From an optimization exercise on the open Yosys and OpenROAD flow, aimed at small area; shortcuts taken in it are not production practice. Function was checked by simulation only, so behaviour that the tests miss may differ from the original.

==> inputs of exp/lagoon <==
Design multiple_rounds, start of the top module:
module multiple_rounds #(parameter N = 32, parameter M = 20)(
  input clk, input rst,
  input wire [N-1:0] a,
  input wire [N-1:0] b,
  input wire [N-1:0] c,
  input wire [N-1:0] d,
  output wire [N-1:0] a_out,
  output wire [N-1:0] b_out,
  output wire [N-1:0] c_out,
  output wire [N-1:0] d_out,
  output reg ready);
export LEC_CHECK = 0
export CAP_MARGIN = 20
export CORE_MARGIN = 2
export CORE_UTILIZATION = 60
export CTS_BUF_LIST = sky130_fd_sc_hd__clkbuf_16
export CTS_CLUSTER_DIAMETER = 70
export CTS_CLUSTER_SIZE = 30
export PLACE_DENSITY = 0.7
export SLEW_MARGIN = 20
create_clock -name core_clock -period 18.0 [get_ports {clk}]
standard.sh (not shown) runs the stock make flow with config.mk's settings and CLKGATE_MAP_FILE= SYNTH_SCRIPT=/design/flow/synth_recipe.tcl, a recipe that flattens the netlist after the stock synthesis.
==> flow/flow/run.sh <==
#!/bin/bash
# The standard layout, with minimum-size buffers on the ports instead of
# the delay-cell buffers buffer_ports picks by default. The whole make output
# is kept in standard_flow.log; ORFS keeps each tool's log under orfs/logs/.
bash standard.sh "BUFFER_PORTS_ARGS=-buffer_cell sky130_fd_sc_hd__buf_1" finish > standard_flow.log 2>&1
==> exp/willow (differences from exp/lagoon) <==
Settings changed: CTS_BUF_LIST sky130_fd_sc_hd__clkbuf_16 to sky130_fd_sc_hd__clkbuf_8 sky130_fd_sc_hd__clkbuf_16.
==> exp/raven (differences from exp/lagoon) <==
Settings changed: CTS_CLUSTER_DIAMETER 70 to 60, CTS_CLUSTER_SIZE 30 to 20.
==> exp/pepper (differences from exp/lagoon) <==
Settings changed: CTS_CLUSTER_DIAMETER 70 to 60, CTS_CLUSTER_SIZE 30 to 25.
==> summary.txt <==
quantity	exp/pepper	exp/raven	exp/willow	exp/lagoon
Final critical path time including I/O delays and setup	17,620 ps	17,750 ps	17,720 ps	17,580 ps
Reg-to-reg critical path endpoint	r9_k30_z8	r9_k30_z8	r8_k28_z17	r7_k26_z24
Final worst slack	377 ps	246 ps	285 ps	421 ps
Status	complete, no violations	complete, no violations	complete, no violations	complete, no violations
Minimum setup slack among reg-to-reg paths	380 ps	250 ps	280 ps	420 ps
Count of buffers added by post-CTS timing repair for setup	0	1	0	0
Overall Global Routing Usage	47.2%	47.5%	46.9%	46.7%
Area added between synthesis and finish	9.16%	9.11%	8.22%	8.19%
Final-stage net count	10,100	10,100	10,100	10,100
Startpoint of the worst-slack reg-to-reg timing path	r8_k26_z29	r8_k26_z29	r7_k25_z17	r6_k23_z19
Clock transition at path regs	100 ps	90 ps	110 ps	110 ps

==> run a <==
Another version of the RTL of multiple_rounds (not shown whole).
// multiple_rounds
module multiple_rounds#(parameter N = 32, parameter M= 20)(
  input clk, input rst,
  input wire [N-1:0] a,
  input wire [N-1:0] b,
  input wire [N-1:0] c,
  input wire [N-1:0] d,
  output wire [N-1:0] a_out,
  output wire [N-1:0] b_out,
  output wire [N-1:0] c_out,
  output wire [N-1:0] d_out,
  output reg ready);
==> module chacha20_quarter, before the edit <==
module chacha20_quarter#(parameter N = 32)(
    input wire [N-1:0] a,
    input wire [N-1:0] b,
    input wire [N-1:0] c,
    input wire [N-1:0] d,
    output wire [N-1:0] a_out,
    output wire [N-1:0] b_out,
    output wire [N-1:0] c_out,
    output wire [N-1:0] d_out
);
function [N-1:0] rotate_left;
    input [N-1:0] value;
    input integer amount;
    begin
        rotate_left = (value << amount) | (value >> (32 - amount));
    end
endfunction
wire [N-1:0] a1, b1, c1, d1;
wire [N-1:0] a2, b2, c2, d2;
assign a1 = a + b;
assign d1 = rotate_left(d ^ a1, 16);
assign c1 = c + d1;
assign b1 = rotate_left(b ^ c1, 12);
assign a2 = a1 + b1;
assign d2 = rotate_left(d1 ^ a2, 8);
assign c2 = c1 + d2;
assign b2 = rotate_left(b1 ^ c2, 7);
assign a_out = a2;
assign b_out = b2;
assign c_out = c2;
assign d_out = d2;
endmodule
Settings: LEC_CHECK=0, CAP_MARGIN=20, CORE_MARGIN=2, CORE_UTILIZATION=45, PLACE_DENSITY=0.6, SLEW_MARGIN=20; clock period 18.0 ns.
run.sh (not shown) runs the stock make flow with config.mk's settings and CLKGATE_MAP_FILE= SYNTH_SCRIPT=/design/flow/synth_recipe.tcl, a recipe that flattens the netlist after the stock synthesis.
Stock flow here: none of the scripts above is used.
==> run b: changes against run a <==
--- a/flow/design.v
+++ b/flow/design.v
@@ -1,3 +1,2 @@
-`timescale 1ns / 1ps
 module chacha20_quarter#(parameter N = 32)(
     input wire [N-1:0] a,
@@ -17,13 +16,31 @@
     end
 endfunction
-wire [N-1:0] a1, b1, c1, d1;
-wire [N-1:0] a2, b2, c2, d2;
-assign a1 = a + b;
+function [31:0] add32;
+    input [31:0] x, y;
+    reg [31:0] g, p, G, P, G2, P2;
+    integer i, s;
+    begin
+        g = x & y; p = x ^ y;
+        G = g; P = p;
+        for (s = 1; s < 32; s = s * 2) begin
+            G2 = G; P2 = P;
+            for (i = 0; i < 32; i = i + 1)
+                if ((i / s) % 2 == 1) begin
+                    G2[i] = G[i] | (P[i] & G[(i / s) * s - 1]);
+                    P2[i] = P[i] & P[(i / s) * s - 1];
+                end
+            G = G2; P = P2;
+        end
+        add32 = p ^ {G[30:0], 1'b0};
+    end
+endfunction
+wire [N-1:0] a1, b1, c1, d1, a2, b2, c2, d2;
+assign a1 = add32(a, b);
 assign d1 = rotate_left(d ^ a1, 16);
-assign c1 = c + d1;
+assign c1 = add32(c, d1);
 assign b1 = rotate_left(b ^ c1, 12);
-assign a2 = a1 + b1;
+assign a2 = add32(a1, b1);
 assign d2 = rotate_left(d1 ^ a2, 8);
-assign c2 = c1 + d2;
+assign c2 = add32(c1, d2);
 assign b2 = rotate_left(b1 ^ c2, 7);
 assign a_out = a2;
==> flow/flow/run.sh (new file) <==
#!/bin/bash
# The standard layout, with minimum-size buffers on the ports instead of
# the delay-cell buffers buffer_ports picks by default. The whole make output
# is kept in standard_flow.log; ORFS keeps each tool's log under orfs/logs/.
bash standard.sh "BUFFER_PORTS_ARGS=-buffer_cell sky130_fd_sc_hd__buf_1" finish > standard_flow.log 2>&1
==> flow/standard.sh (new file) <==
#!/bin/bash
# synth_recipe.tcl (not shown) runs the flow's synth.tcl, then flattens the netlist and writes it again
# the make line also repeats each setting of config.mk as NAME=value (left out here)
make -C /OpenROAD-flow-scripts/flow DESIGN_CONFIG=/design/flow/config.mk WORK_HOME=/design/flow/orfs CLKGATE_MAP_FILE= SYNTH_SCRIPT=/design/flow/synth_recipe.tcl "${@:-finish}"
- CORE_UTILIZATION: 45 -> 60
- CTS_BUF_LIST: default -> sky130_fd_sc_hd__clkbuf_4 sky130_fd_sc_hd__clkbuf_8
- PLACE_DENSITY: 0.6 -> 0.7
removed: flow/run.sh
==> run c: changes against run a <==
--- a/flow/design.v
+++ b/flow/design.v
@@ -1,3 +1,2 @@
-`timescale 1ns / 1ps
 module chacha20_quarter#(parameter N = 32)(
     input wire [N-1:0] a,
@@ -17,13 +16,31 @@
     end
 endfunction
-wire [N-1:0] a1, b1, c1, d1;
-wire [N-1:0] a2, b2, c2, d2;
-assign a1 = a + b;
+function [31:0] add32;
+    input [31:0] x, y;
+    reg [31:0] g, p, G, P, G2, P2;
+    integer i, s;
+    begin
+        g = x & y; p = x ^ y;
+        G = g; P = p;
+        for (s = 1; s < 32; s = s * 2) begin
+            G2 = G; P2 = P;
+            for (i = 0; i < 32; i = i + 1)
+                if ((i / s) % 2 == 1) begin
+                    G2[i] = G[i] | (P[i] & G[(i / s) * s - 1]);
+                    P2[i] = P[i] & P[(i / s) * s - 1];
+                end
+            G = G2; P = P2;
+        end
+        add32 = p ^ {G[30:0], 1'b0};
+    end
+endfunction
+wire [N-1:0] a1, b1, c1, d1, a2, b2, c2, d2;
+assign a1 = add32(a, b);
 assign d1 = rotate_left(d ^ a1, 16);
-assign c1 = c + d1;
+assign c1 = add32(c, d1);
 assign b1 = rotate_left(b ^ c1, 12);
-assign a2 = a1 + b1;
+assign a2 = add32(a1, b1);
 assign d2 = rotate_left(d1 ^ a2, 8);
-assign c2 = c1 + d2;
+assign c2 = add32(c1, d2);
 assign b2 = rotate_left(b1 ^ c2, 7);
 assign a_out = a2;
- CORE_UTILIZATION: 45 -> 70
- CTS_BUF_LIST: default -> sky130_fd_sc_hd__clkbuf_2 sky130_fd_sc_hd__clkbuf_4
- PLACE_DENSITY: 0.6 -> 0.8
==> flow_metrics.env <==
export IMPL_status="no timing/DRC/antenna violations"
export IMPL_synthSimpleGateAreaFrac_pct=10.8
export IMPL_synthesis_nets=12400
export IMPL_wl_met3_mm=52.2
export IMPL_n_antenna_cell=19
export IMPL_dr_pass1_iters=6
export IMPL_cts_buffers=164
export IMPL_crit_slowest_cell="xor2_1"
export IMPL_synth_yosys_seq_area_share_pct=28.4
export IMPL_die_h_um=476
export IMPL_path_clk_slew_ns=0.06
export IMPL_grt_pass1_vias=85200
export IMPL_fin_nets=12800
export IMPL_crit_start="rounds[3].hold[74]"
The numbers above come from run a.

==> flow_metrics.env <==
export IMPL_fin_nets=11100
export IMPL_grt_pass1_vias=71800
export IMPL_dr_pass1_iters=6
export IMPL_synth_yosys_seq_area_share_pct=31.5
export IMPL_status="no timing/DRC/antenna violations"
export IMPL_wl_met3_mm=49.3
export IMPL_path_clk_slew_ns=0.07
export IMPL_synthesis_nets=10600
The numbers above come from run b.

==> flow_metrics.env <==
export IMPL_status="no timing/DRC/antenna violations"
export IMPL_synthesis_nets=10600
export IMPL_dr_pass1_iters=12
export IMPL_crit_start="hold_0[64]"
export IMPL_n_antenna_cell=26
export IMPL_cts_buffers=370
export IMPL_wl_met3_mm=58.4
export IMPL_path_clk_slew_ns=0.08
export IMPL_maxCapViolations=0
export IMPL_die_h_um=363
export IMPL_grt_pass1_vias=75000
export IMPL_synthSimpleGateAreaFrac_pct=8.81
The numbers above come from run c.

re-timing with driven ports:
No port has a modelled driver above. Below, the same layouts with a new extraction and two added sets of constraints. Step 1 assumes that a clkbuf_16 drives the clock port and a buf_2 every other input. Step 2 adds t to the input delays and takes it off the output delays; t is the mean of the earliest and latest rising clock arrival at the registers after step 1. Input paths then give back, and output paths get back, about the clock's delay inside the block. Slacks: no drivers / after step 1 / after step 2; pairs: no drivers / after step 1.
run | t (ns) | setup WS [ns] | worst slew at a driven data input, ns
exp/lagoon | 0.842 | 0.421 / 0.421 / 0.016 | 0.10
exp/willow | 0.834 | 0.285 / 0.285 / 0.103 | 0.10
exp/raven | 0.866 | 0.246 / 0.246 / 0.047 | 0.10
exp/pepper | 0.867 | 0.377 / 0.377 / 0.057 | 0.10
run a | 0.939 | 1.966 / 1.966 / 1.966 | 0.17
run b | 1.042 | 4.344 / 4.344 / 4.344 | 0.07
run c | 1.442 | 4.408 / 4.408 / 4.408 | 0.06
After both steps every run listed still meets setup and hold. For exp/lagoon, which loses most, drivers alone change the setup slack by 0.000 ns; drivers and shift together by -0.405 ns.
